Source: an optimization exercise on an open RTL-to-GDS flow (aim: small area). Production flows keep margins and buffers that such runs may drop. The RTL was checked by simulation tests, not by an equivalence proof against the original design. No activity file was given, so power comes from the tool's default toggle rates.

==> flow/design.v (excerpt) <==
module uart (
  input        clk,
  input        rst,               
  input        en_16_x_baud,      
  input  [7:0] tx_data_in,
  input        tx_write_buffer,
  input        tx_reset_buffer,
  output       tx_serial_out,
  output       tx_buffer_full,
  output       tx_buffer_half_full,
  input        rx_serial_in,
  output [7:0] rx_data_out,
  input        rx_read_buffer,
  input        rx_reset_buffer,
  output       rx_buffer_data_present,
  output       rx_buffer_full,
  output       rx_buffer_half_full
);
  uart_tx transmit (
    .data_in(tx_data_in),
    .write_buffer(tx_write_buffer),
    .reset_buffer(tx_reset_buffer),
    .en_16_x_baud(en_16_x_baud),
    .serial_out(tx_serial_out),
    .buffer_full(tx_buffer_full),
    .buffer_half_full(tx_buffer_half_full),
    .clk(clk),
    .gsr(rst));
  uart_rx receive (
    .serial_in(rx_serial_in),
    .data_out(rx_data_out),
    .read_buffer(rx_read_buffer),
    .reset_buffer(rx_reset_buffer),
    .en_16_x_baud(en_16_x_baud),
    .buffer_data_present(rx_buffer_data_present),
    .buffer_full(rx_buffer_full),
    .buffer_half_full(rx_buffer_half_full),
    .clk(clk),
    .gsr(rst));
endmodule
export LEC_CHECK = 0
export CAP_MARGIN = 20
export CORE_MARGIN = 2
export CORE_UTILIZATION = 40
export CTS_BUF_LIST = sky130_fd_sc_hd__clkbuf_4
export SLEW_MARGIN = 20
create_clock -name core_clock -period 5.0 [get_ports {clk}]
run.sh (not shown) runs the stock make flow with config.mk's settings and CLKGATE_MAP_FILE= SYNTH_SCRIPT=/design/flow/synth_recipe.tcl, a recipe that flattens the netlist after the stock synthesis.
Then changed:
--- a/flow/config.mk
+++ b/flow/config.mk
@@ -9,4 +9,5 @@
 export CORE_MARGIN = 2
 export CORE_UTILIZATION = 40
-export CTS_BUF_LIST = sky130_fd_sc_hd__clkbuf_4
+export CTS_BUF_LIST = sky130_fd_sc_hd__clkbuf_8
+export CTS_CLUSTER_SIZE = 30
 export SLEW_MARGIN = 20
After rerunning: The changed run went through all stages and came out clean. Clock skew shrinks by 0.015 ns. Die area is unchanged. Synthesized area is unchanged. Combinational power barely changes. Power fell by 2.5%. Via count shrinks by 2.5%. Worst setup slack is better by 0.13 ns. Register-to-register slack is better by 0.02 ns. Non-clock buffer count stays the same.
Then changed:
--- a/flow/config.mk
+++ b/flow/config.mk
@@ -9,5 +9,3 @@
 export CORE_MARGIN = 2
 export CORE_UTILIZATION = 40
-export CTS_BUF_LIST = sky130_fd_sc_hd__clkbuf_8
-export CTS_CLUSTER_SIZE = 30
 export SLEW_MARGIN = 20
The new run ran to the end with no violations.
Via count goes down by about 3.4%.
Utilization goes up by 0.11 points.
Clock-buffer cell count goes down by 16.
Sequential cell count stays the same.
Global-route usage goes down by 0.24 points.
Routed wire length goes down by 1.5%.
Sequential share of layout area goes down by 0.15 points.
Sequential power hardly moves.
Maximum frequency hardly moves.
Worst setup slack stays flat.

* * *

Setup of job 3840:
uart, a different RTL version from the one above (not shown whole).
Size: roughly 300 flip-flops, ~30 I/O pins, ~10000 sq um of cells after synthesis.
Design uart, start of the top module:
module uart (
  input        clk,
  input        rst,               
  input        en_16_x_baud,      
  input  [7:0] tx_data_in,
  input        tx_write_buffer,
  input        tx_reset_buffer,
  output       tx_serial_out,
  output       tx_buffer_full,
  output       tx_buffer_half_full,
  input        rx_serial_in,
  output [7:0] rx_data_out,
  input        rx_read_buffer,
  input        rx_reset_buffer,
  output       rx_buffer_data_present,
  output       rx_buffer_full,
  output       rx_buffer_half_full
);
clock: 5.0 ns
lec_check: 0
cap_margin: 20
core_margin: 2
core_utilization: 60
place_density: 0.8
slew_margin: 20
standard.sh (not shown) runs the stock make flow with config.mk's settings and CLKGATE_MAP_FILE= SYNTH_SCRIPT=/design/flow/synth_recipe.tcl, a recipe that flattens the netlist after the stock synthesis.
==> flow/flow/run.sh <==
#!/bin/bash
# Own layout flow: the standard ORFS flow (same make targets, same config.mk and
# flow settings, same synthesis script and register mapping), with three changes:
#  1. ABC maps the combinational logic with the area-oriented script flow/area.abc
#     instead of ORFS's delay-oriented one (ORFS's synth.tcl is used otherwise unchanged);
#  2. clock tree synthesis gets explicit clustering settings and no dummy loads;
#  3. the port buffers that buffer_ports inserts are sky130_fd_sc_hd__buf_1.
# Each tool's output goes to orfs/logs (ORFS's own logs) and to make.log here.
set -euo pipefail
W=$(pwd)
if [ -f flow/params.sh ]; then source flow/params.sh; fi
export FLOW_OWN_ABC="$W/flow/area.abc"
export CTS_ARGS="-sink_clustering_enable -repair_clock_nets -sink_clustering_size ${CTS_SIZE:-20} -sink_clustering_max_diameter ${CTS_DIAM:-50} -buf_list sky130_fd_sc_hd__clkbuf_${CTS_BUF:-8} -dont_use_dummy_load"
export BUFFER_PORTS_ARGS="-buffer_cell sky130_fd_sc_hd__buf_1"

# standard.sh's make command line, with our synthesis script in place of synth_recipe.tcl
cmd=$(grep '^make ' standard.sh)
cmd=${cmd//"SYNTH_SCRIPT=$W/synth_recipe.tcl"/"SYNTH_SCRIPT=$W/flow/synth.tcl"}
cmd=${cmd//'"${@:-finish}"'/finish}
echo "$cmd" > make_cmd.txt
eval "$cmd" > make.log 2>&1

results=$W/orfs/results/$FLOW_PLATFORM/uart/base
: # left out here: write the final layout as DEF
==> flow/flow/area.abc <==
strash
&get -n
&st
&dch -f
&nf -R 1000
&put
strash
&get -n
&st
&dch -f
&nf -R 1000
&put
strash
&get -n
&st
&dch -f
&nf -R 1000
&put
strash
&get -n
&st
&dch -f
&nf -R 1000
&put
==> flow/flow/params.sh <==
CTS_SIZE=10
CTS_DIAM=40
CTS_BUF=4
==> flow/flow/synth.tcl <==
# synth_recipe.tcl (the standard flow's synthesis), except that ORFS's synth.tcl is run with its ABC
# call using the script in $FLOW_OWN_ABC and without its adder mapping; everything else
# is ORFS's synth.tcl as it is.
proc synth {args} { yosys synth -nofsm -noshare {*}$args }
# no separate full/half-adder mapping: ABC maps the counters' logic with the rest
set ::env(ADDER_MAP_FILE) ""
set fh [open $::env(SCRIPTS_DIR)/synth.tcl]
set orfs_synth [read $fh]
close $fh
set from {log_cmd abc {*}$abc_args}
set to {log_cmd abc -script $::env(FLOW_OWN_ABC) {*}[lrange $abc_args 2 end]}
if {[string first $from $orfs_synth] < 0} { error "ORFS synth.tcl has no ABC call to replace" }
set orfs_synth [string map [list $from $to] $orfs_synth]
eval $orfs_synth
# left out here: clear keep_hierarchy, flatten, clean up, hide names made inside functions, write 1_2_yosys.v
Having completed the whole flow, job 3840 delivered a layout that passed the timing, design-rule and antenna checks.
## Diff of input files: job 8006 against job 3840
- a change of CORE_UTILIZATION from 60 to 40
- a deleted PLACE_DENSITY that had been 0.8
==> flow/flow/params.sh <==
CTS_SIZE=20
CTS_DIAM=65
CTS_BUF=8
- Job 8006 completed every stage of the flow, and the final layout passed the timing, design-rule and antenna checks.
- Compared with job 3840, in job 8006 overall die area up 48%; final-layout non-clock buffer area share flat.
- Re amount of wire on met2 after detailed routing: job 3840 and job 8006 aren't equal, and the higher value belongs to job 8006.
- Per the comparison of job 8006 with job 3840, TritonCTS buffer count -18; switching share of power -0.55 points; wire length -0.49%.
- Job 3840 and job 8006 ended up with nearly the same worst hold-check slack.
- Fmax: job 8006 higher than job 3840
Input-level comparison between job 175 and job 8006:
- swapping 40 for 75 in CORE_UTILIZATION
- putting PLACE_DENSITY at 0.9 where nothing was set
removed: flow/flow/params.sh
### Flow results
Final instance count without filler cells in job 175 vs job 8006: down 17%
Job 175 did not stop at any stage, and its layout met the timing, design-rule and antenna checks.
The higher critical path data arrival time came out of job 175.
Wire length ended up 1400 um higher on job 175 than on job 8006.
The following lists how job 335 was set up differently from job 175:
- removing PLACE_DENSITY (formerly 0.9)
- changing CORE_UTILIZATION from 75 to 40
==> flow/flow/params.sh (new file) <==
CTS_SIZE=16
CTS_DIAM=45
CTS_BUF=8
### Flow results
Comparing total power for job 335 and job 175, the bigger number came from job 335. Core utilization of the finished layout (job 335 over job 175): decrease, 38 points. Diff job 175 -> job 335: setup slack at placement now larger, smallest setup slack after layout grew by 0.12 ns, total length of routed wires now sits lower. Footprint of the multi-input gates of job 335 falls short of that of job 175 slightly. Job 175 → job 335: combinational cell fraction of total power fell by 0.5 points; post-route clock period utilization shows a reduction of 2.4 points. Job 335 vs. job 175: filler-free cell count of the finished design went up by about 20%, largest clock skew in the final design went down by 0.026 ns.

-- static timing again, ports no longer ideal --
In the flow no input, the clock included, has a driving cell. The finished layouts below were timed again as built, in two steps. Step 1 assumes that a clkbuf_16 drives the clock port and a buf_2 every other input. Step 2 also shifts input and output timing later by t, the mid clock arrival at the registers, as if the neighbouring blocks saw the same clock. Three values: no drivers, after step 1, after step 2; two values: the first two.
run	t, ns	setup WS [ns]	clock arrival spread, ns	cell pins on the clock port's net
the first run of note 1	0.699	0.734 / 0.693 / 1.391	0.054 / 0.055	1
the second run of note 1	0.593	0.863 / 0.817 / 1.411	0.039 / 0.039	1
the third run of note 1	0.593	0.864 / 0.814 / 1.408	0.019 / 0.019	1
job 3840	0.619	2.062 / 2.025 / 1.985	0.075 / 0.075	1
job 8006	0.541	2.117 / 2.078 / 1.985	0.047 / 0.047	1
job 175	0.545	2.027 / 1.992 / 1.791	0.063 / 0.062	1
job 335	0.573	2.150 / 2.110 / 1.957	0.041 / 0.041	1
After both steps every run listed still meets setup and hold. For job 175, which loses most, drivers alone change the setup slack by -0.035 ns; drivers and shift together by -0.236 ns.
